This design comes from an exercise in tuning for small area and a short achievable clock period on the open sky130 flow, not from production work.
Function was not checked in any run shown here: the RTL went through the layout flow alone.

==> flow/design.v, too long to show whole: its modules and the start of the top module <==
// module izhikevich_neuron: 965 lines
module izhikevich_neuron #(parameter DT = 16'h0100)
(
    input wire clk,
    input wire rst,
    input wire [15:0] I,
    output reg spike
);
  // ...
==> flow/flow/run.sh <==
#!/bin/bash
# Layout flow for the hand-mapped datapath.
#  1. the standard synthesis of the RTL (kept for its flip-flops: their
#     names, cell types and reset nets are reused unchanged);
#  2. flow/gen2.py, the same generator that wrote the RTL (same options, see
#     flow/gen_args), writes the same circuit mapped by hand onto sky130 cells:
#     full-adder trees and parallel-prefix adders as designed, instead of
#     Yosys/ABC's re-mapping of them;
#  3. flow/polar.py re-chooses the polarity of the full-adder cells (and picks
#     between a gate and its complement) to drop
#     redundant inverters;
#  4. the standard ORFS flow from floorplan on, with every port buffered by a
#     buf_1 cell and the make settings in flow/make_args (the timing repair's
#     setup-slack target).
# Each tool's output goes to a log file of its own in this folder.
set -euo pipefail
W=$(pwd)
R=$W/orfs/results/${FLOW_PLATFORM}/izhikevich_neuron/base
bash standard.sh synth > $W/log_synth.txt 2>&1
cp $R/1_2_yosys.v $W/netlist_standard.v
python3 $W/flow/gen2.py $(cat $W/flow/gen_args) --net $W/netlist_hand.v --std $W/netlist_standard.v > $W/log_gen2.txt 2>&1
python3 $W/flow/polar.py --gates $W/netlist_hand.v $W/netlist_polar.v > $W/log_polar.txt 2>&1
cp $W/netlist_polar.v $R/1_2_yosys.v
touch $R/1_2_yosys.v
export BUFFER_PORTS_ARGS="-buffer_cell sky130_fd_sc_hd__buf_1"
# extra make settings for the layout steps (flow/make_args, may be empty)
bash standard.sh $(cat $W/flow/make_args 2>/dev/null) finish > $W/log_finish.txt 2>&1
==> flow/flow/gen_args <==
--redq dadda --split 1 --ka bk --kb bk --redv two
==> flow/flow/make_args <==
SETUP_SLACK_MARGIN=5
==> flow/flow/polar.py <==
#!/usr/bin/env python3
"""Re-choose the polarity of full adders in a mapped sky130 netlist.

A full adder is self-dual: FA(~a,~b,~c) = (~sum, ~cout).  Yosys's extract_fa
leaves many inverters between adder cells; this pass removes every inverter
(except ones driving ports), chooses for each fa cell whether it works on
inverted signals, and re-inserts one inverter per signal that is still needed
in the other polarity.  Registers and all other cells are unchanged.
usage: polar.py in.v out.v
"""
import re, sys, random

GATEFLIP = '--gates' in sys.argv
if GATEFLIP:
    sys.argv.remove('--gates')
src = open(sys.argv[1]).read()
m = re.search(r'^\s*module\s+(\S+)\s*\(', src, re.M)
body_start = src.index(';', m.end()) + 1
end = src.rindex('endmodule')
body = src[body_start:end]

inst_re = re.compile(r'^\s*(sky130_fd_sc_hd__\w+)\s+(\S+)\s*\((.*?)\);\s*$', re.S | re.M)
pin_re = re.compile(r'\.(\w+)\(\s*(.*?)\s*\)\s*(?:,|$)', re.S)
OUTPINS = {'X', 'Y', 'Q', 'Q_N', 'SUM', 'COUT', 'HI', 'LO', 'GCLK'}

cells = []
decl_lines = []
pos = 0
for mm in inst_re.finditer(body):
    pre = body[pos:mm.start()]
    decl_lines.append(pre)
    pos = mm.end()
    typ, name, pins = mm.group(1), mm.group(2), mm.group(3)
    conns = [(p, n) for p, n in pin_re.findall(pins)]
    cells.append([typ, name, conns])
tail = body[pos:]
if 'assign' in ''.join(decl_lines) + tail:
    sys.exit('assign statements not supported')

out_ports = set()
for mm in re.finditer(r'^\s*output\s+(\[(\d+):(\d+)\]\s*)?(\S+?)\s*;', src[:end], re.M):
    if mm.group(1):
        hi, lo = int(mm.group(2)), int(mm.group(3))
        for i in range(min(hi, lo), max(hi, lo) + 1):
            out_ports.add(f"{mm.group(4)}[{i}]")
    else:
        out_ports.add(mm.group(4))

A_ = {'and2_1': 6.256, 'nand2_1': 3.7536, 'or2_1': 6.256, 'nor2_1': 3.7536,
      'and2b_1': 7.5072, 'nand2b_1': 6.256, 'or2b_1': 7.5072, 'nor2b_1': 6.256,
      'xor2_1': 8.7584, 'xnor2_1': 8.7584, 'a21o_1': 7.5072, 'a21oi_1': 5.0048,
      'o21a_1': 7.5072, 'o21ai_1': 5.0048, 'o21ai_0': 5.0048, 'a21bo_1': 10.0096,
      'a21boi_0': 7.5072, 'o21ba_1': 10.0096, 'o21bai_1': 7.5072}
PAIRS = [('and2_1', 'nand2_1'), ('or2_1', 'nor2_1'), ('and2b_1', 'nand2b_1'),
         ('or2b_1', 'nor2b_1'), ('xor2_1', 'xnor2_1'), ('a21o_1', 'a21oi_1'),
         ('o21a_1', 'o21ai_1'), ('o21a_1', 'o21ai_0'), ('a21bo_1', 'a21boi_0'),
         ('o21ba_1', 'o21bai_1')]
COMP = {}
for x, y in PAIRS:
    COMP.setdefault(x, y)
    COMP.setdefault(y, x)
def out_pin(t):
    return 'X' if t in ('and2_1', 'or2_1', 'and2b_1', 'or2b_1', 'xor2_1', 'a21o_1', 'o21a_1', 'a21bo_1', 'o21ba_1') else 'Y'

def is_inv(t):
    return re.fullmatch(r'sky130_fd_sc_hd__(clk)?inv_\d+', t) is not None

driver = {}
for ci, (t, n, conns) in enumerate(cells):
    for p, net in conns:
        if p in OUTPINS:
            driver[net] = (ci, p)

removable = set()
for ci, (t, n, conns) in enumerate(cells):
    if is_inv(t):
        d = dict(conns)
        if d['Y'] not in out_ports:
            removable.add(ci)

def root(net):
    par = 0
    seen = 0
    while net in driver and driver[net][0] in removable:
        ci = driver[net][0]
        net = dict(cells[ci][2])['A']
        par ^= 1
        seen += 1
        if seen > 100:
            sys.exit('inverter loop')
    return net, par

# consumers: (cell index, pin index) -> (root, parity)
fa_idx = [ci for ci, c in enumerate(cells) if c[0].startswith('sky130_fd_sc_hd__fa_')]
fa_set = set(fa_idx)
cons = {}   # root -> list of (ci, parity)
pinref = []
for ci, (t, n, conns) in enumerate(cells):
    if ci in removable:
        continue
    for k, (p, net) in enumerate(conns):
        if p in OUTPINS:
            continue
        r, par = root(net)
        pinref.append((ci, k, r, par))
        cons.setdefault(r, []).append((ci, par))
# output ports that are driven through removable inverters are protected above;
# ports driven directly are roots with a parity-0 "consumer"
for net in out_ports:
    r, par = root(net)
    assert par == 0 and r == net
    cons.setdefault(r, []).append((-1, 0))

gate_idx = []
if GATEFLIP:
    for ci, (t, n, conns) in enumerate(cells):
        short = t[len('sky130_fd_sc_hd__'):]
        if ci not in removable and short in COMP:
            gate_idx.append(ci)
gate_set = set(gate_idx)
def gdelta(ci):
    short = cells[ci][0][len('sky130_fd_sc_hd__'):]
    return A_[COMP[short]] - A_[short]
def drv_fa(r):
    d = driver.get(r)
    if d is not None and (d[0] in fa_set or d[0] in gate_set):
        return d[0]
    return None

flip = {ci: 0 for ci in fa_idx + gate_idx}
def root_cost(r):
    f = drv_fa(r)
    nat = flip[f] if f is not None else 0
    for ci, par in cons.get(r, []):
        need = par ^ (flip[ci] if ci in fa_set else 0)
        if need != nat:
            return 1
    return 0

roots_of_fa = {}
for ci in fa_idx:
    rs = set()
    for p, net in cells[ci][2]:
        if p in OUTPINS:
            rs.add(net)
        else:
            rs.add(root(net)[0])
    roots_of_fa[ci] = rs
all_roots = set(cons)
for ci in gate_idx:
    for p, net in cells[ci][2]:
        if p in OUTPINS:
            roots_of_fa[ci] = {net}
def gcost():
    return sum(gdelta(ci) / 3.7536 for ci in gate_idx if flip[ci])
def total():
    return sum(root_cost(r) for r in all_roots) + gcost()

before = len(removable)
best = total()
random.seed(1)
cur = best
best_flip = dict(flip)
for it in range(60):
    improved = True
    while improved:
        improved = False
        for ci in fa_idx + gate_idx:
            rs = roots_of_fa[ci]
            gd = gdelta(ci) / 3.7536 if ci in gate_set else 0.0
            c0 = sum(root_cost(r) for r in rs) + (gd if flip[ci] else 0.0)
            flip[ci] ^= 1
            c1 = sum(root_cost(r) for r in rs) + (gd if flip[ci] else 0.0)
            if c1 < c0:
                cur += c1 - c0
                improved = True
            else:
                flip[ci] ^= 1
    if cur < best:
        best = cur
        best_flip = dict(flip)
    flip = dict(best_flip)
    cur = best
    pool = fa_idx + gate_idx
    for ci in random.sample(pool, max(1, len(pool) // 10)):
        flip[ci] ^= 1
    cur = total()
flip = best_flip
print(f"polar: {len(fa_idx)} fa cells, {len(gate_idx)} gates, {before} inverters removed, cost {best:.2f}, "
      f"{sum(flip[c] for c in fa_idx)} fa cells and {sum(flip[c] for c in gate_idx)} gates flipped", file=sys.stderr)

def esc(n):
    return n + ' ' if n.startswith('\\') else n

# rewrite
newnets = []
invnet = {}
def inv_of(r):
    if r not in invnet:
        nn = f"_pol{len(invnet)}_"
        invnet[r] = nn
        newnets.append(nn)
    return invnet[r]
for ci, k, r, par in pinref:
    f = drv_fa(r)
    nat = flip[f] if f is not None else 0
    need = par ^ (flip[ci] if ci in fa_set else 0)
    p, net = cells[ci][2][k]
    cells[ci][2][k] = (p, r if need == nat else inv_of(r))
out = [src[:body_start]]
out.append(''.join(decl_lines).rstrip('\n') + '\n')
for nn in newnets:
    out.append(f"  wire {nn};\n")
for ci in gate_idx:
    if flip[ci]:
        t = cells[ci][0]
        short = t[len('sky130_fd_sc_hd__'):]
        nt = 'sky130_fd_sc_hd__' + COMP[short]
        op, np_ = out_pin(short), out_pin(COMP[short])
        cells[ci][0] = nt
        cells[ci][2] = [((np_ if p == op else p), net) for p, net in cells[ci][2]]
for ci, (t, n, conns) in enumerate(cells):
    if ci in removable:
        continue
    pins = ",\n".join(f"    .{p}({esc(net)})" for p, net in conns)
    out.append(f"  {t} {n} (\n{pins}\n  );\n")
for i, (r, nn) in enumerate(invnet.items()):
    out.append(f"  sky130_fd_sc_hd__inv_1 _polinv{i}_ (\n    .A({esc(r)}),\n    .Y({nn})\n  );\n")
out.append(tail)
out.append(src[end:])
open(sys.argv[2], 'w').write(''.join(out))
==> flow/standard.sh <==
#!/bin/bash
# synth_recipe.tcl (not shown) runs the flow's synth.tcl, then flattens the netlist and writes it again
# the make line also repeats each setting of config.mk as NAME=value (left out here)
make -C /OpenROAD-flow-scripts/flow DESIGN_CONFIG=/design/flow/config.mk WORK_HOME=/design/flow/orfs CLKGATE_MAP_FILE= SYNTH_SCRIPT=/design/flow/synth_recipe.tcl "${@:-finish}"
==> flow/config.mk <==
export PLATFORM = sky130hd
export DESIGN_NAME = izhikevich_neuron
export DESIGN_NICKNAME = izhikevich_neuron
export VERILOG_FILES = /design/flow/design.v
export SDC_FILE = /design/flow/constraint.sdc
export NUM_CORES = 4
export LEC_CHECK = 0
export CAP_MARGIN = 20
export CORE_MARGIN = 2
export CORE_UTILIZATION = 40
export PLACE_DENSITY = 0.6
export SLEW_MARGIN = 20
==> flow/constraint.sdc <==
create_clock -name core_clock -period 12.0 [get_ports {clk}]
set_input_delay 2.4000 -clock core_clock [delete_from_list [all_inputs] [get_ports {clk}]]
set_output_delay 2.4000 -clock core_clock [all_outputs]
set_load 0.01 [all_outputs]
Not shown: flow/flow/gen2.py
==> flow_summary.ini, run 1 <==
[status]
status = timing/DRC/antenna clean

[layout]
nets = 990
n_all_buffers = 30
clkCellAreaFrac_pct = 2.141
fin_area_um2 = 8065
clkbuf_count = 7
design.seq.count = 33
fillerInstances = 1713
num_antenna_cells = 0
multiInputGateArea_um2 = 6345

[routing]
wire_per_inst_um = 14.86
firstDrtPassIters = 4
wirelength_um = 15680
dr_wl_met3_um = 409

[place]
hpwl_um = 12400
gp_congestion = 0.7856
dp_slack_ns = 4.518

[floorplanning]
io_pins = 19
rows = 49
start_util_pct = 40.56

[timing]
layout_setup_ws_ns = 5.362
period_share_pct = 55.31
finalSetupTns_ns = 0

[hold_path]
hold_class = reg2reg
holdPathStages = 2

[clocking]
post_cts_resize_count = 17
max-clock-path-buffers = 2
post_cts_buffers = 0
postCtsHoldBufs = 0
clock_latency_ns = 0.29

[global_route]
track_usage_pct = 17.32
grt_max_degree = 35

[critical_path]
ff2ff_path_depth = 24
worst_path_most_repeated_cell = fa_1
reg2reg_from = v[10]
path_max_fanout = 18
crit_path_cell_trace = nand2_1 > fa_1 > fa_1 > fa_1 > xor2_1 > nand2_1 > nor2_1 > a21oi_2 > o21ai_1 > xor2_2 > buf_4 > fa_1 > fa_1 > fa_1 > xor2_1 > nand2_1 > nor2_1 > inv_1 > o21ai_2 > a21oi_1 > inv_1 > a21oi_1 > xnor2_1 > nor2b_1

[synth]
syn_avg_cell_area_um2 = 9.184
syn-cell-area_um2 = 7237
==> inputs of run 2 (changes only) <==
--- a/flow/design.v
+++ b/flow/design.v
@@ -701,261 +701,273 @@
   wire w2002 = (w1951 & w1900) | w1903;
   wire w2005 = w1951 & w1948;
   wire w2010 = (w1957 & w1906) | w1909;
   wire w2013 = w1957 & w1954;
   wire w2018 = (w1963 & w1912) | w1915;
   wire w2021 = w1963 & w1960;
   wire w2024 = (w1969 & w1918) | w1921;
   wire w2027 = w1969 & w1966;
-  wire w2030 = (w1981 & w1975) | w1978;
-  wire w2035 = (w1997 & w1986) | w1994;
-  wire w2038 = w1997 & w1989;
-  wire w2043 = (w2013 & w2002) | w2010;
-  wire w2046 = w2013 & w2005;
-  wire w2051 = (w2027 & w2018) | w2024;
-  wire w2054 = w2027 & w2021;
-  wire w2057 = (w2038 & w2030) | w2035;
-  wire w2062 = (w2054 & w2043) | w2051;
-  wire w2065 = w2054 & w2046;
-  wire w2068 = (w2065 & w2057) | w2062;
-  wire w2073 = (w2046 & w2057) | w2043;
-  wire w2078 = (w1989 & w2030) | w1986;
-  wire w2081 = (w2005 & w2057) | w2002;
-  wire w2086 = (w2021 & w2073) | w2018;
-  wire w2091 = (w1930 & w1975) | w1882;
-  wire w2094 = (w1936 & w2030) | w1888;
-  wire w2099 = (w1942 & w2078) | w1894;
-  wire w2104 = (w1948 & w2057) | w1900;
-  wire w2107 = (w1954 & w2081) | w1906;
-  wire w2110 = (w1960 & w2073) | w1912;
-  wire w2115 = (w1966 & w2086) | w1918;
-  wire w2118 = (w1972 & w2068) | w1924;
-  wire w2121 = w1927 ^ w1873;
-  wire w2124 = w1930 ^ w1975;
-  wire w2127 = w1933 ^ w2091;
-  wire w2130 = w1936 ^ w2030;
-  wire w2133 = w1939 ^ w2094;
-  wire w2136 = w1942 ^ w2078;
-  wire w2139 = w1945 ^ w2099;
-  wire w2142 = w1948 ^ w2057;
-  wire w2145 = w1951 ^ w2104;
-  wire w2148 = w1954 ^ w2081;
-  wire w2151 = w1957 ^ w2107;
-  wire w2154 = w1960 ^ w2073;
-  wire w2157 = w1963 ^ w2110;
-  wire w2160 = w1966 ^ w2086;
-  wire w2163 = w1969 ^ w2115;
-  wire w2166 = w1972 ^ w2068;
-  wire w2167 = ~w19;
-  wire w2170 = u[0] & w2167;
-  wire w2173 = w1449 & w2167;
-  wire w2176 = w1452 & w2167;
-  wire w2179 = w1455 & w2167;
-  wire w2182 = w1458 & w2167;
-  wire w2185 = w1461 & w2167;
-  wire w2188 = w1464 & w2167;
-  wire w2191 = w1467 & w2167;
-  wire w2194 = w1470 & w2167;
-  wire w2197 = w1473 & w2167;
-  wire w2200 = w1476 & w2167;
-  wire w2203 = w1479 & w2167;
-  wire w2206 = w1482 & w2167;
-  wire w2209 = w1485 & w2167;
-  wire w2212 = w1488 & w2167;
-  wire w2215 = w1491 & w2167;
-  wire w2216 = ~w2215;
-  wire w2217 = ~w2215;
-  wire w2218 = ~w2215;
-  wire fs2222 = w2170 ^ w2176 ^ w2188;
-  wire fc2223 = (w2170 & w2176) | (w2170 & w2188) | (w2176 & w2188);
-  wire fs2227 = w2173 ^ w2179 ^ w2191;
-  wire fc2228 = (w2173 & w2179) | (w2173 & w2191) | (w2179 & w2191);
-  wire fs2232 = u[0] ^ w2176 ^ w2182;
-  wire fc2233 = (u[0] & w2176) | (u[0] & w2182) | (w2176 & w2182);
-  wire fs2237 = w2194 ^ fs2232 ^ fc2228;
-  wire fc2238 = (w2194 & fs2232) | (w2194 & fc2228) | (fs2232 & fc2228);
-  wire fs2242 = u[1] ^ w2179 ^ w2185;
-  wire fc2243 = (u[1] & w2179) | (u[1] & w2185) | (w2179 & w2185);
-  wire fs2247 = fc2233 ^ w2197 ^ fs2242;
-  wire fc2248 = (fc2233 & w2197) | (fc2233 & fs2242) | (w2197 & fs2242);
-  wire fs2252 = u[2] ^ w2182 ^ w2188;
-  wire fc2253 = (u[2] & w2182) | (u[2] & w2188) | (w2182 & w2188);
-  wire fs2257 = w2200 ^ fc2243 ^ fs2252;
-  wire fc2258 = (w2200 & fc2243) | (w2200 & fs2252) | (fc2243 & fs2252);
-  wire fs2262 = u[3] ^ w2185 ^ w2191;
-  wire fc2263 = (u[3] & w2185) | (u[3] & w2191) | (w2185 & w2191);
-  wire fs2267 = w2203 ^ fc2253 ^ fs2262;
-  wire fc2268 = (w2203 & fc2253) | (w2203 & fs2262) | (fc2253 & fs2262);
-  wire fs2272 = u[4] ^ w2194 ^ w2188;
-  wire fc2273 = (u[4] & w2194) | (u[4] & w2188) | (w2194 & w2188);
-  wire fs2277 = w2206 ^ fc2263 ^ fs2272;
-  wire fc2278 = (w2206 & fc2263) | (w2206 & fs2272) | (fc2263 & fs2272);
-  wire fs2282 = u[5] ^ w2191 ^ w2197;
-  wire fc2283 = (u[5] & w2191) | (u[5] & w2197) | (w2191 & w2197);
-  wire fs2287 = w2209 ^ fc2273 ^ fs2282;
-  wire fc2288 = (w2209 & fc2273) | (w2209 & fs2282) | (fc2273 & fs2282);
-  wire fs2292 = u[6] ^ w2194 ^ w2200;
-  wire fc2293 = (u[6] & w2194) | (u[6] & w2200) | (w2194 & w2200);
-  wire fs2297 = w2212 ^ fs2292 ^ fc2283;
-  wire fc2298 = (w2212 & fs2292) | (w2212 & fc2283) | (fs2292 & fc2283);
-  wire w2301 = u[7] ^ w2197;
-  wire w2302 = ~w2301;
-  wire w2305 = u[7] | w2197;
-  wire fs2311 = w2203 ^ w2302 ^ fc2293;
-  wire fc2312 = (w2203 & w2302) | (w2203 & fc2293) | (w2302 & fc2293);
-  wire fs2318 = w2218 ^ fc2298 ^ fs2311;
-  wire fc2319 = (w2218 & fc2298) | (w2218 & fs2311) | (fc2298 & fs2311);
-  wire w2322 = u[8] ^ w2200;
-  wire w2323 = ~w2322;
-  wire w2326 = u[8] | w2200;
-  wire fs2332 = w2206 ^ w2305 ^ w2323;
-  wire fc2333 = (w2206 & w2305) | (w2206 & w2323) | (w2305 & w2323);
-  wire fs2339 = fs2332 ^ fc2312 ^ fc2319;
-  wire fc2340 = (fs2332 & fc2312) | (fs2332 & fc2319) | (fc2312 & fc2319);
-  wire w2343 = u[9] ^ w2203;
-  wire w2344 = ~w2343;
-  wire w2347 = u[9] | w2203;
-  wire fs2353 = w2326 ^ w2209 ^ w2344;
-  wire fc2354 = (w2326 & w2209) | (w2326 & w2344) | (w2209 & w2344);
-  wire fs2360 = fc2333 ^ fs2353 ^ fc2340;
-  wire fc2361 = (fc2333 & fs2353) | (fc2333 & fc2340) | (fs2353 & fc2340);
-  wire w2364 = u[10] ^ w2206;
-  wire w2365 = ~w2364;
-  wire w2368 = u[10] | w2206;
-  wire fs2374 = w2212 ^ w2347 ^ w2365;
-  wire fc2375 = (w2212 & w2347) | (w2212 & w2365) | (w2347 & w2365);
-  wire w2378 = fc2354 & fs2374;
-  wire w2381 = fc2354 ^ fs2374;
-  wire fs2387 = u[11] ^ w19 ^ w2368;
-  wire fc2388 = (u[11] & w19) | (u[11] & w2368) | (w19 & w2368);
-  wire fs2392 = w2209 ^ w2217 ^ fs2387;
-  wire fc2393 = (w2209 & w2217) | (w2209 & fs2387) | (w2217 & fs2387);
-  wire fs2399 = fc2375 ^ w2378 ^ fs2392;
-  wire fc2400 = (fc2375 & w2378) | (fc2375 & fs2392) | (w2378 & fs2392);
-  wire w2403 = u[12] ^ w2212;
-  wire w2404 = ~w2403;
-  wire w2407 = u[12] | w2212;
-  wire fs2413 = w2404 ^ fc2388 ^ fc2393;
-  wire fc2414 = (w2404 & fc2388) | (w2404 & fc2393) | (fc2388 & fc2393);
-  wire fs2420 = u[13] ^ w2216 ^ w2407;
-  wire fc2421 = (u[13] & w2216) | (u[13] & w2407) | (w2216 & w2407);
-  wire w2422 = ~u[14];
-  wire w2425 = u[15] ^ u[14];
-  wire w2426 = ~w2425;
-  wire w2429 = u[15] | u[14];
-  wire w2432 = w2170 & w2182;
-  wire w2435 = w2173 & w2185;
-  wire w2438 = fc2223 & fs2227;
-  wire w2441 = w2170 ^ w2182;
-  wire w2444 = w2173 ^ w2185;
-  wire w2447 = fc2223 ^ fs2227;
-  wire w2450 = w2173 & w2170;
-  wire w2453 = w2179 & w2176;
-  wire w2458 = (w2444 & w2432) | w2435;
-  wire w2461 = w2444 & w2441;
-  wire w2464 = w2447 & fs2222;
-  wire w2467 = w2176 & w2450;
-  wire w2470 = w2453 & w2450;
-  wire w2473 = fs2222 & w2458;
-  wire w2476 = fs2222 & w2461;
-  wire w2481 = (w2464 & w2458) | w2438;
-  wire w2484 = w2464 & w2461;
-  wire w2487 = w2441 & w2470;
-  wire w2490 = w2461 & w2470;
-  wire w2493 = w2476 & w2470;
-  wire w2496 = w2484 & w2470;
-  wire w2499 = fc2238 & fs2247;
-  wire w2502 = fc2248 & fs2257;
-  wire w2505 = fc2258 & fs2267;
-  wire w2508 = fc2268 & fs2277;
-  wire w2511 = fc2278 & fs2287;
-  wire w2514 = fc2288 & fs2297;
-  wire w2517 = fc2361 & w2381;
-  wire w2520 = fc2400 & fs2413;
-  wire w2523 = fc2414 & fs2420;
-  wire w2526 = fc2421 & w2422;
-  wire w2529 = fc2238 ^ fs2247;
-  wire w2532 = fc2248 ^ fs2257;
-  wire w2535 = fc2258 ^ fs2267;
-  wire w2538 = fc2268 ^ fs2277;
-  wire w2541 = fc2278 ^ fs2287;
-  wire w2544 = fc2288 ^ fs2297;
-  wire w2547 = fc2361 ^ w2381;
-  wire w2550 = fc2400 ^ fs2413;
-  wire w2553 = fc2414 ^ fs2420;
-  wire w2556 = fc2421 ^ w2422;
-  wire w2559 = fs2237 & w2481;
-  wire w2564 = (w2532 & w2499) | w2502;
-  wire w2567 = w2532 & w2529;
-  wire w2572 = (w2538 & w2505) | w2508;
-  wire w2575 = w2538 & w2535;
-  wire w2580 = (w2544 & w2511) | w2514;
-  wire w2583 = w2544 & w2541;
-  wire w2586 = fs2339 & fs2318;
-  wire w2589 = w2547 & fs2360;
-  wire w2592 = w2550 & fs2399;
-  wire w2595 = (w2556 & w2523) | w2526;
-  wire w2598 = w2556 & w2553;
-  wire w2601 = (w2567 & w2559) | w2564;
-  wire w2606 = (w2583 & w2572) | w2580;
-  wire w2609 = w2583 & w2575;
-  wire w2612 = w2589 & w2586;
-  wire w2615 = (w2598 & w2520) | w2595;
-  wire w2618 = w2598 & w2592;
-  wire w2621 = (w2609 & w2601) | w2606;
-  wire w2624 = (w2618 & w2517) | w2615;
-  wire w2627 = w2618 & w2612;
-  wire w2630 = (w2627 & w2621) | w2624;
-  wire w2635 = (w2612 & w2621) | w2517;
-  wire w2640 = (w2575 & w2601) | w2572;
-  wire w2643 = w2586 & w2621;
-  wire w2646 = (w2592 & w2635) | w2520;
-  wire w2651 = (w2529 & w2559) | w2499;
-  wire w2654 = (w2535 & w2601) | w2505;
-  wire w2659 = (w2541 & w2640) | w2511;
-  wire w2662 = fs2318 & w2621;
-  wire w2665 = fs2360 & w2643;
-  wire w2668 = fs2399 & w2635;
-  wire w2671 = (w2553 & w2646) | w2523;
-  wire w2674 = w2426 & w2630;
-  wire w2677 = fs2237 ^ w2481;
-  wire w2680 = w2529 ^ w2559;
-  wire w2683 = w2532 ^ w2651;
-  wire w2686 = w2535 ^ w2601;
-  wire w2689 = w2538 ^ w2654;
-  wire w2692 = w2541 ^ w2640;
-  wire w2695 = w2544 ^ w2659;
-  wire w2698 = fs2318 ^ w2621;
-  wire w2701 = fs2339 ^ w2662;
-  wire w2704 = fs2360 ^ w2643;
-  wire w2707 = w2547 ^ w2665;
-  wire w2710 = fs2399 ^ w2635;
-  wire w2713 = w2550 ^ w2668;
-  wire w2716 = w2553 ^ w2646;
-  wire w2719 = w2556 ^ w2671;
-  wire w2722 = w2426 ^ w2630;
-  wire w2725 = ~w19 & w2121;
-  wire w2728 = ~w19 & w2124;
-  wire w2731 = ~w19 & w2127;
-  wire w2734 = ~w19 & w2130;
-  wire w2737 = ~w19 & w2133;
-  wire w2740 = ~w19 & w2136;
-  wire w2743 = ~w19 & w2139;
-  wire w2746 = ~w19 & w2142;
-  wire w2749 = w19 | w2145;
-  wire w2752 = w19 | w2148;
-  wire w2755 = w19 | w2151;
-  wire w2758 = w19 | w2154;
-  wire w2761 = w19 | w2157;
-  wire w2764 = w19 | w2160;
-  wire w2767 = ~w19 & w2163;
-  wire w2770 = w19 | w2166;
-    wire [15:0] v_next = {w2770, w2767, w2764, w2761, w2758, w2755, w2752, w2749, w2746, w2743, w2740, w2737, w2734, w2731, w2728, w2725};
-    wire [15:0] u_next = {w2722, w2719, w2716, w2713, w2710, w2707, w2704, w2701, w2698, w2695, w2692, w2689, w2686, w2683, w2680, w2677};
+  wire w2032 = (w1930 & w1975) | w1882;
+  wire w2035 = (w1981 & w1975) | w1978;
+  wire w2038 = (w1942 & w1986) | w1894;
+  wire w2041 = w1942 & w1989;
+  wire w2046 = (w1997 & w1986) | w1994;
+  wire w2049 = w1997 & w1989;
+  wire w2052 = (w1954 & w2002) | w1906;
+  wire w2055 = w1954 & w2005;
+  wire w2060 = (w2013 & w2002) | w2010;
+  wire w2063 = w2013 & w2005;
+  wire w2066 = (w1966 & w2018) | w1918;
+  wire w2069 = w1966 & w2021;
+  wire w2074 = (w2027 & w2018) | w2024;
+  wire w2077 = w2027 & w2021;
+  wire w2080 = (w1936 & w2035) | w1888;
+  wire w2085 = (w1989 & w2035) | w1986;
+  wire w2088 = (w2041 & w2035) | w2038;
+  wire w2091 = (w2049 & w2035) | w2046;
+  wire w2096 = (w1960 & w2060) | w1912;
+  wire w2099 = w1960 & w2063;
+  wire w2102 = (w2021 & w2060) | w2018;
+  wire w2105 = w2021 & w2063;
+  wire w2110 = (w2069 & w2060) | w2066;
+  wire w2113 = w2069 & w2063;
+  wire w2118 = (w2077 & w2060) | w2074;
+  wire w2121 = w2077 & w2063;
+  wire w2126 = (w1948 & w2091) | w1900;
+  wire w2129 = (w2005 & w2091) | w2002;
+  wire w2134 = (w2055 & w2091) | w2052;
+  wire w2139 = (w2063 & w2091) | w2060;
+  wire w2142 = (w2099 & w2091) | w2096;
+  wire w2147 = (w2105 & w2091) | w2102;
+  wire w2150 = (w2113 & w2091) | w2110;
+  wire w2153 = (w2121 & w2091) | w2118;
+  wire w2156 = (w1972 & w2153) | w1924;
+  wire w2159 = w1927 ^ w1873;
+  wire w2162 = w1930 ^ w1975;
+  wire w2165 = w1933 ^ w2032;
+  wire w2168 = w1936 ^ w2035;
+  wire w2171 = w1939 ^ w2080;
+  wire w2174 = w1942 ^ w2085;
+  wire w2177 = w1945 ^ w2088;
+  wire w2180 = w1948 ^ w2091;
+  wire w2183 = w1951 ^ w2126;
+  wire w2186 = w1954 ^ w2129;
+  wire w2189 = w1957 ^ w2134;
+  wire w2192 = w1960 ^ w2139;
+  wire w2195 = w1963 ^ w2142;
+  wire w2198 = w1966 ^ w2147;
+  wire w2201 = w1969 ^ w2150;
+  wire w2204 = w1972 ^ w2153;
+  wire w2205 = ~w19;
+  wire w2208 = u[0] & w2205;
+  wire w2211 = w1449 & w2205;
+  wire w2214 = w1452 & w2205;
+  wire w2217 = w1455 & w2205;
+  wire w2220 = w1458 & w2205;
+  wire w2223 = w1461 & w2205;
+  wire w2226 = w1464 & w2205;
+  wire w2229 = w1467 & w2205;
+  wire w2232 = w1470 & w2205;
+  wire w2235 = w1473 & w2205;
+  wire w2238 = w1476 & w2205;
+  wire w2241 = w1479 & w2205;
+  wire w2244 = w1482 & w2205;
+  wire w2247 = w1485 & w2205;
+  wire w2250 = w1488 & w2205;
+  wire w2253 = w1491 & w2205;
+  wire w2254 = ~w2253;
+  wire w2255 = ~w2253;
+  wire w2256 = ~w2253;
+  wire fs2260 = w2208 ^ w2214 ^ w2226;
+  wire fc2261 = (w2208 & w2214) | (w2208 & w2226) | (w2214 & w2226);
+  wire fs2265 = w2211 ^ w2217 ^ w2229;
+  wire fc2266 = (w2211 & w2217) | (w2211 & w2229) | (w2217 & w2229);
+  wire fs2270 = u[0] ^ w2214 ^ w2220;
+  wire fc2271 = (u[0] & w2214) | (u[0] & w2220) | (w2214 & w2220);
+  wire fs2275 = w2232 ^ fs2270 ^ fc2266;
+  wire fc2276 = (w2232 & fs2270) | (w2232 & fc2266) | (fs2270 & fc2266);
+  wire fs2280 = u[1] ^ w2217 ^ w2223;
+  wire fc2281 = (u[1] & w2217) | (u[1] & w2223) | (w2217 & w2223);
+  wire fs2285 = fc2271 ^ w2235 ^ fs2280;
+  wire fc2286 = (fc2271 & w2235) | (fc2271 & fs2280) | (w2235 & fs2280);
+  wire fs2290 = u[2] ^ w2220 ^ w2226;
+  wire fc2291 = (u[2] & w2220) | (u[2] & w2226) | (w2220 & w2226);
+  wire fs2295 = w2238 ^ fc2281 ^ fs2290;
+  wire fc2296 = (w2238 & fc2281) | (w2238 & fs2290) | (fc2281 & fs2290);
+  wire fs2300 = u[3] ^ w2223 ^ w2229;
+  wire fc2301 = (u[3] & w2223) | (u[3] & w2229) | (w2223 & w2229);
+  wire fs2305 = w2241 ^ fc2291 ^ fs2300;
+  wire fc2306 = (w2241 & fc2291) | (w2241 & fs2300) | (fc2291 & fs2300);
+  wire fs2310 = u[4] ^ w2232 ^ w2226;
+  wire fc2311 = (u[4] & w2232) | (u[4] & w2226) | (w2232 & w2226);
+  wire fs2315 = w2244 ^ fc2301 ^ fs2310;
+  wire fc2316 = (w2244 & fc2301) | (w2244 & fs2310) | (fc2301 & fs2310);
+  wire fs2320 = u[5] ^ w2229 ^ w2235;
+  wire fc2321 = (u[5] & w2229) | (u[5] & w2235) | (w2229 & w2235);
+  wire fs2325 = w2247 ^ fc2311 ^ fs2320;
+  wire fc2326 = (w2247 & fc2311) | (w2247 & fs2320) | (fc2311 & fs2320);
+  wire fs2330 = u[6] ^ w2232 ^ w2238;
+  wire fc2331 = (u[6] & w2232) | (u[6] & w2238) | (w2232 & w2238);
+  wire fs2335 = w2250 ^ fs2330 ^ fc2321;
+  wire fc2336 = (w2250 & fs2330) | (w2250 & fc2321) | (fs2330 & fc2321);
+  wire w2339 = u[7] ^ w2235;
+  wire w2340 = ~w2339;
+  wire w2343 = u[7] | w2235;
+  wire fs2349 = w2241 ^ w2340 ^ fc2331;
+  wire fc2350 = (w2241 & w2340) | (w2241 & fc2331) | (w2340 & fc2331);
+  wire fs2356 = w2256 ^ fc2336 ^ fs2349;
+  wire fc2357 = (w2256 & fc2336) | (w2256 & fs2349) | (fc2336 & fs2349);
+  wire w2360 = u[8] ^ w2238;
+  wire w2361 = ~w2360;
+  wire w2364 = u[8] | w2238;
+  wire fs2370 = w2244 ^ w2343 ^ w2361;
+  wire fc2371 = (w2244 & w2343) | (w2244 & w2361) | (w2343 & w2361);
+  wire fs2377 = fs2370 ^ fc2350 ^ fc2357;
+  wire fc2378 = (fs2370 & fc2350) | (fs2370 & fc2357) | (fc2350 & fc2357);
+  wire w2381 = u[9] ^ w2241;
+  wire w2382 = ~w2381;
+  wire w2385 = u[9] | w2241;
+  wire fs2391 = w2364 ^ w2247 ^ w2382;
+  wire fc2392 = (w2364 & w2247) | (w2364 & w2382) | (w2247 & w2382);
+  wire fs2398 = fc2371 ^ fs2391 ^ fc2378;
+  wire fc2399 = (fc2371 & fs2391) | (fc2371 & fc2378) | (fs2391 & fc2378);
+  wire w2402 = u[10] ^ w2244;
+  wire w2403 = ~w2402;
+  wire w2406 = u[10] | w2244;
+  wire fs2412 = w2250 ^ w2385 ^ w2403;
+  wire fc2413 = (w2250 & w2385) | (w2250 & w2403) | (w2385 & w2403);
+  wire w2416 = fc2392 & fs2412;
+  wire w2419 = fc2392 ^ fs2412;
+  wire fs2425 = u[11] ^ w19 ^ w2406;
+  wire fc2426 = (u[11] & w19) | (u[11] & w2406) | (w19 & w2406);
+  wire fs2430 = w2247 ^ w2255 ^ fs2425;
+  wire fc2431 = (w2247 & w2255) | (w2247 & fs2425) | (w2255 & fs2425);
+  wire fs2437 = fc2413 ^ w2416 ^ fs2430;
+  wire fc2438 = (fc2413 & w2416) | (fc2413 & fs2430) | (w2416 & fs2430);
+  wire w2441 = u[12] ^ w2250;
+  wire w2442 = ~w2441;
+  wire w2445 = u[12] | w2250;
+  wire fs2451 = w2442 ^ fc2426 ^ fc2431;
+  wire fc2452 = (w2442 & fc2426) | (w2442 & fc2431) | (fc2426 & fc2431);
+  wire fs2458 = u[13] ^ w2254 ^ w2445;
+  wire fc2459 = (u[13] & w2254) | (u[13] & w2445) | (w2254 & w2445);
+  wire w2460 = ~u[14];
+  wire w2463 = u[15] ^ u[14];
+  wire w2464 = ~w2463;
+  wire w2467 = u[15] | u[14];
+  wire w2470 = w2208 & w2220;
+  wire w2473 = w2211 & w2223;
+  wire w2476 = fc2261 & fs2265;
+  wire w2479 = w2208 ^ w2220;
+  wire w2482 = w2211 ^ w2223;
+  wire w2485 = fc2261 ^ fs2265;
+  wire w2488 = w2211 & w2208;
+  wire w2491 = w2217 & w2214;
+  wire w2496 = (w2482 & w2470) | w2473;
+  wire w2499 = w2482 & w2479;
+  wire w2502 = w2485 & fs2260;
+  wire w2505 = w2214 & w2488;
+  wire w2508 = w2491 & w2488;
+  wire w2511 = fs2260 & w2496;
+  wire w2514 = fs2260 & w2499;
+  wire w2519 = (w2502 & w2496) | w2476;
+  wire w2522 = w2502 & w2499;
+  wire w2525 = w2479 & w2508;
+  wire w2528 = w2499 & w2508;
+  wire w2531 = w2514 & w2508;
+  wire w2534 = w2522 & w2508;
+  wire w2537 = fc2276 & fs2285;
+  wire w2540 = fc2286 & fs2295;
+  wire w2543 = fc2296 & fs2305;
+  wire w2546 = fc2306 & fs2315;
+  wire w2549 = fc2316 & fs2325;
+  wire w2552 = fc2326 & fs2335;
+  wire w2555 = fc2399 & w2419;
+  wire w2558 = fc2438 & fs2451;
+  wire w2561 = fc2452 & fs2458;
+  wire w2564 = fc2459 & w2460;
+  wire w2567 = fc2276 ^ fs2285;
+  wire w2570 = fc2286 ^ fs2295;
+  wire w2573 = fc2296 ^ fs2305;
+  wire w2576 = fc2306 ^ fs2315;
+  wire w2579 = fc2316 ^ fs2325;
+  wire w2582 = fc2326 ^ fs2335;
+  wire w2585 = fc2399 ^ w2419;
+  wire w2588 = fc2438 ^ fs2451;
+  wire w2591 = fc2452 ^ fs2458;
+  wire w2594 = fc2459 ^ w2460;
+  wire w2597 = fs2275 & w2519;
+  wire w2602 = (w2570 & w2537) | w2540;
+  wire w2605 = w2570 & w2567;
+  wire w2610 = (w2576 & w2543) | w2546;
+  wire w2613 = w2576 & w2573;
+  wire w2618 = (w2582 & w2549) | w2552;
+  wire w2621 = w2582 & w2579;
+  wire w2624 = fs2377 & fs2356;
+  wire w2627 = w2585 & fs2398;
+  wire w2630 = w2588 & fs2437;
+  wire w2633 = (w2594 & w2561) | w2564;
+  wire w2636 = w2594 & w2591;
+  wire w2639 = (w2605 & w2597) | w2602;
+  wire w2644 = (w2621 & w2610) | w2618;
+  wire w2647 = w2621 & w2613;
+  wire w2650 = w2627 & w2624;
+  wire w2653 = (w2636 & w2558) | w2633;
+  wire w2656 = w2636 & w2630;
+  wire w2659 = (w2647 & w2639) | w2644;
+  wire w2662 = (w2656 & w2555) | w2653;
+  wire w2665 = w2656 & w2650;
+  wire w2668 = (w2665 & w2659) | w2662;
+  wire w2673 = (w2650 & w2659) | w2555;
+  wire w2678 = (w2613 & w2639) | w2610;
+  wire w2681 = w2624 & w2659;
+  wire w2684 = (w2630 & w2673) | w2558;
+  wire w2689 = (w2567 & w2597) | w2537;
+  wire w2692 = (w2573 & w2639) | w2543;
+  wire w2697 = (w2579 & w2678) | w2549;
+  wire w2700 = fs2356 & w2659;
+  wire w2703 = fs2398 & w2681;
+  wire w2706 = fs2437 & w2673;
+  wire w2709 = (w2591 & w2684) | w2561;
+  wire w2712 = w2464 & w2668;
+  wire w2715 = fs2275 ^ w2519;
+  wire w2718 = w2567 ^ w2597;
+  wire w2721 = w2570 ^ w2689;
+  wire w2724 = w2573 ^ w2639;
+  wire w2727 = w2576 ^ w2692;
+  wire w2730 = w2579 ^ w2678;
+  wire w2733 = w2582 ^ w2697;
+  wire w2736 = fs2356 ^ w2659;
+  wire w2739 = fs2377 ^ w2700;
+  wire w2742 = fs2398 ^ w2681;
+  wire w2745 = w2585 ^ w2703;
+  wire w2748 = fs2437 ^ w2673;
+  wire w2751 = w2588 ^ w2706;
+  wire w2754 = w2591 ^ w2684;
+  wire w2757 = w2594 ^ w2709;
+  wire w2760 = w2464 ^ w2668;
+  wire w2763 = ~w19 & w2159;
+  wire w2766 = ~w19 & w2162;
+  wire w2769 = ~w19 & w2165;
+  wire w2772 = ~w19 & w2168;
+  wire w2775 = ~w19 & w2171;
+  wire w2778 = ~w19 & w2174;
+  wire w2781 = ~w19 & w2177;
+  wire w2784 = ~w19 & w2180;
+  wire w2787 = w19 | w2183;
+  wire w2790 = w19 | w2186;
+  wire w2793 = w19 | w2189;
+  wire w2796 = w19 | w2192;
+  wire w2799 = w19 | w2195;
+  wire w2802 = w19 | w2198;
+  wire w2805 = ~w19 & w2201;
+  wire w2808 = w19 | w2204;
+    wire [15:0] v_next = {w2808, w2805, w2802, w2799, w2796, w2793, w2790, w2787, w2784, w2781, w2778, w2775, w2772, w2769, w2766, w2763};
+    wire [15:0] u_next = {w2760, w2757, w2754, w2751, w2748, w2745, w2742, w2739, w2736, w2733, w2730, w2727, w2724, w2721, w2718, w2715};
     always @(posedge clk or posedge rst) begin
         if (rst) begin
             v <= 16'hBF00;
             u <= 16'h0000;
             spike <= 1'b0;
         end else begin
             v <= v_next;
             u <= u_next;
--- a/flow/flow/gen2.py
+++ b/flow/flow/gen2.py
@@ -27,16 +27,17 @@
 ap.add_argument('--kx', default='bk')
 ap.add_argument('--haxor', type=int, default=1)
 ap.add_argument('--xpol', type=int, default=1)
 ap.add_argument('--redq', default='tdm')
 ap.add_argument('--stats', type=int, default=0)
 ap.add_argument('--hapol', type=int, default=1)
 ap.add_argument('--split', type=int, default=0)
 ap.add_argument('--vx', type=int, default=0)
+ap.add_argument('--opol', type=int, default=0)
 ap.add_argument('--redv2', default='dadda')
 ap.add_argument('--dsc', type=float, default=0.42)
 ap.add_argument('--dcc', type=float, default=0.32)
 ap.add_argument('--redv', default='tdm')
 ap.add_argument('--redu', default='tdm')
 args = ap.parse_args()
 
 # ----------------------------------------------------------------------------
@@ -319,20 +320,20 @@
         for i in range(n):
             if (i // d) % 2 == 1:
                 j = (i // d) * d - 1
                 G[i] = AO21(Pp[i], G[j], G[i])
                 Pp[i] = AND(Pp[i], Pp[j])
         d *= 2
     return G[n - 1]
 
-def cpa(ra, rb, lo_keep, kind, cin=None):
+def cpa(ra, rb, lo_keep, kind, cin=None, opol=None):
     if args.split and lo_keep > 0 and cin is None:
         c = carry_out(ra[:lo_keep], rb[:lo_keep])
-        return cpa(ra[lo_keep:], rb[lo_keep:], 0, kind, cin=c)
+        return cpa(ra[lo_keep:], rb[lo_keep:], 0, kind, cin=c, opol=opol)
     n = len(ra)
     g = [AND(a, b) for a, b in zip(ra, rb)]
     p = [XOR(a, b) for a, b in zip(ra, rb)]
     if cin is not None:
         g = [cin] + g; p = [0] + p; n += 1; lo_keep += 1
     G = list(g); Pp = list(p)
     def comb(i, j):
         G[i] = AO21(Pp[i], G[j], G[i])
@@ -355,33 +356,37 @@
             for i in range(3 * d - 1, n, 2 * d):
                 comb(i, i - d)
             d //= 2
     elif kind == 'rc':
         for i in range(1, n):
             comb(i, i - 1)
     out = []
     for i in range(lo_keep, n):
-        out.append(p[i] if i == 0 else XOR(p[i], G[i - 1]))
+        out.append(p[i] if i == 0 else XOR(p[i], G[i - 1], opol))
     return out
 
 # ----------------------------------------------------------------------------
 T0 = 0.6
 VC = 0xBF00
 if args.vx:
     # state register vx = v ^ c: every flip-flop resets to 0
     v = [Sig(f"v[{i}]", f"vx[{i}]", bool((VC >> i) & 1), T0) for i in range(16)]
 else:
     v = [inp(f"v[{i}]", T0) for i in range(16)]
 u = [inp(f"u[{i}]", T0) for i in range(16)]
 I = [inp(f"I[{i}]", 2.6) for i in range(16)]
 
 # spike condition: v >= 30.0 (signed) = ~v15 & (v14 | v13 | v12&v11&v10&v9)
 t1 = AND(AND(v[12], v[11]), AND(v[10], v[9]))
-sp = AND(NOT(v[15]), OR(OR(v[14], v[13]), t1))
+if args.opol:
+    _a, _b = NOT(v[15]), OR(OR(v[14], v[13]), t1)
+    sp = gate(lambda a, b: a & b, [_a, _b], f"{_a.rtl} & {_b.rtl}", want=False)
+else:
+    sp = AND(NOT(v[15]), OR(OR(v[14], v[13]), t1))
 
 CTX[0] = 'sqpp'
 # squarer: P = v*v mod 2^24 (v = v_low - 2^15 v15)
 NS = 24
 cols = [[] for _ in range(NS)]
 for i in range(15):
     if 2 * i < NS:
         if i >= 1:
@@ -399,17 +404,17 @@
     cols[16 + i].append(NOT(AND(v[15], v[i])))
 CTX[0] = 'sqtree'
 ra, rb = reduce(cols, NS, const, args.redq)
 CTX[0] = 'cpa_a'
 vsq = cpa(ra, rb, 8, args.ka)
 
 CTX[0] = 'x'
 # x = 2v - u = 2v + ~u + 1 ; x[0] = u[0], carry-in ~u[0]
-xs = cpa(v[0:15], [NOT(u[i + 1]) for i in range(15)], 0, args.kx, cin=NOT(u[0]))
+xs = cpa(v[0:15], [NOT(u[i + 1]) for i in range(15)], 0, args.kx, cin=NOT(u[0]), opol=True if args.opol else None)
 x = [u[0]] + xs
 
 def addrow(cols, ncol, bits, shift, signed):
     c = 0
     for i, b in enumerate(bits):
         k = i + shift
         if k >= ncol:
             break
@@ -446,17 +451,17 @@
     cl_const += addrow(cl, NV, vsq, 0, True)
     ea, eb = reduce(colse, NV, ce + cl_const, 'tdm')
     for k in range(NV):
         cl[k] += [b for b in (ea[k], eb[k]) if b != 0]
     ra, rb = reduce(cl, NV, 0, args.redv2)
 else:
     ra, rb = reduce(cols, NV, const, args.redv)
 CTX[0] = 'cpa_b'
-vn = cpa(ra, rb, 5, args.kb)
+vn = cpa(ra, rb, 5, args.kb, opol=True if args.opol else None)
 
 CTX[0] = 'utree'
 # u tree (x gated off while spiking; then + d)
 NU = 24
 cols = [[] for _ in range(NU)]
 nsp = NOT(sp)
 xg = [AND(b, nsp) for b in x]
 const = 0
==> flow/flow/gen_args (replaced) <==
--redq dadda --split 1 --ka bk --kb sk --redv two
==> flow/config.mk (replaced) <==
export PLATFORM = sky130hd
export DESIGN_NAME = izhikevich_neuron
export DESIGN_NICKNAME = izhikevich_neuron
export VERILOG_FILES = /design/flow/design.v
export SDC_FILE = /design/flow/constraint.sdc
export NUM_CORES = 4
export LEC_CHECK = 0
export CAP_MARGIN = 20
export CORE_MARGIN = 2
export CORE_UTILIZATION = 40
export CTS_BUF_LIST = sky130_fd_sc_hd__clkbuf_8
export CTS_CLUSTER_DIAMETER = 150
export CTS_CLUSTER_SIZE = 40
export PLACE_DENSITY = 0.6
export SLEW_MARGIN = 20
==> run 2 against run 1 <==
Compared with the run above: still clean; final cell count rose by 0.47%; flip-flop and latch count unchanged; synthesized cell count increased by 1.5%; critical path type unchanged; critical endpoint unchanged.
==> flow_summary.ini, run 2 <==
[status]
status = timing/DRC/antenna clean

[layout]
area_growth_pct = 8.731
largestRegisters = u x16, v x16, spike x1
nets = 995
mostFrequentLayoutCell = nand2_1
fillerInstances = 1714
layout_common_cells = 165 x nand2_1, 147 x fa_1, 83 x xnor2_1, 67 x nor2b_1, 65 x xor2_1
fin_area_um2 = 7946
drive_gt1_share_pct = 5.054
num_antenna_cells = 0
final_util_pct = 44.24

[place]
gp_congestion = 0.8530
port_buffers = 18
hpwl_um = 12930
placedInstanceArea_um2 = 7687

[synth]
netlist_instances = 800
syn_avg_cell_area_um2 = 9.135
synth.net_count = 965
ys_warn_count = 1
syn-cell-area_um2 = 7308

[hold_path]
hold_class = reg2reg

[floorplanning]
die_y_um = 139.2
die_area_um2 = 19370
die_w_um = 139.2
core_area_um2 = 17960
start_util_pct = 40.68
io_pins = 19
rows = 49

[run]
max_cap_violations = 0

[timing]
fmax_ghz = 0.1509
period_share_pct = 55.21
holdWs_ns = 0.6322
relSlewSlack_pct = 49.26
rsz0062_at_grt = false
finalSetupTns_ns = 0
finalHoldViolations = 0
min_period_ns = 6.625
tightest_slew_ns = 0.7557
slew_violations = 0
setup_viol = 0
clock_skew_ns = 0.01029

[clocking]
root_buffer = clkbuf_8
clk_pin_slew_ns = 0.08
h-tree-depth = 2
max-clock-path-buffers = 2
postCtsHoldBufs = 0
cts_tree = yes
numCtsBuffers = 5
clock_latency_ns = 0.30
numClockSinks = 33

[critical_path]
cp_data_arrival_time_ns = 6.84
worstSetupStartpointType = register
cp-end-kind = register
crit_type = reg2reg
path_max_fanout = 16
crit_required_ns = 12.22

[global_route]
antenna_found_initial = 0
grt_pass1_wl_um = 27610
grt_max_degree = 35
track_usage_pct = 17.70
grt-ovfl-total = 0
grt_pass1_vias = 5501

[routing]
ant_nets = 0
firstDrtPassIters = 4
wire_per_inst_um = 14.99
vias = 5134
drc = 0
wirelength_um = 15890
drt_iter0_markers = 256
vias_per_cell = 4.843
## run 2: final timing paths
kind / from / end / slack, ns / cells after the start
worst max-delay path: v[12] / v[14] / 5.37 / 23
max in group asynchronous: rst / v[4] / 9.45 / 3
worst min register to register: u[15] / u[15] / 0.63 / 2
worst min-delay path: u[15] / u[15] / 0.63 / 2
min in group asynchronous: rst / u[6] / 2.17 / 3
worst max register to register: v[12] / v[14] / 5.37 / 23
## run 2: metal layers
| metal | vias up | track usage [%] | wire length, um |
|---|---|---|---|
| met2 | 64 | 29.79 | 7815 |
| met5 | - | 0 | 0 |
| li1 | 2511 | - | - |
| met3 | 9 | 2.037 | 467 |
| met4 | 0 | 2.233 | 90 |
| met1 | 2550 | 25.51 | 7518 |
## run 2: metrics by stage
stage | setup WS [ns] | instances
final | 5.375 | 1060
after global routing | 4.987 | 1060
after CTS | 5.034 | 1058
after detailed placement | 4.984 | 1050
after global placement | 4.993 | 1050
after floorplan | 5.671 | 800
## run 2: cell type report
class | count | area [um^2] | area share [%]
timing repair buffer | 23 | 105.1 | 1.323
inverter | 61 | 229.0 | 2.881
sequential | 33 | 880.8 | 11.08
clock inverter | 2 | 33.78 | 0.4251
clock buffer | 6 | 82.58 | 1.039
multi-input combinational | 706 | 6329 | 79.64
tap | 229 | 286.5 | 3.606
## run 2: what timing repair did
| item | CTS | global route |
|---|---|---|
| gates resized for setup | 6 | 28 |
| setup buffers | 0 | 2 |
| pin swaps | 0 | 1 |
| setup endpoints to repair | 8 | 9 |
## run 2: critical path: stages (launching register included)
cell and delay (ns):
dfstp_4 0.75, nand2_1 0.10, fa_1 0.46, fa_1 0.41, fa_1 0.49, inv_1 0.05
fa_1 0.52, xor2_1 0.36, nand2_1 0.13, nor2_1 0.23, nand2_1 0.07, o21ai_1 0.28
xor2_1 0.31, inv_1 0.17, fa_1 0.41, fa_1 0.54, xor2_1 0.33, nand2_1 0.17
nor2b_1 0.17, inv_1 0.05, o21ai_1 0.14, o21bai_1 0.13, xor2_1 0.14, nor2b_1 0.13

## what the ideal ports hide
The results above use ideal ports. As a check the final layouts listed here were re-extracted and re-timed, cells and wires unchanged.
Step 1 assumes that a clkbuf_16 drives the clock port and a buf_2 every other input.
Step 2 times the ports against the registers' clock, not the clock port: input delays grow and output delays shrink by t, the midpoint of the rising clock arrivals with the driver on.
Three values: no drivers, after step 1, after step 2; two values: the first two.
run	t (ns)	setup WS [ns]	latest minus earliest clock arrival (ns)	worst data-port slew with drivers (ns)
run 1	0.316	5.362 / 5.362 / 5.362	0.014 / 0.013	0.03
run 2	0.327	5.375 / 5.375 / 5.375	0.010 / 0.010	0.04
After both steps setup and hold are still met in every run listed.
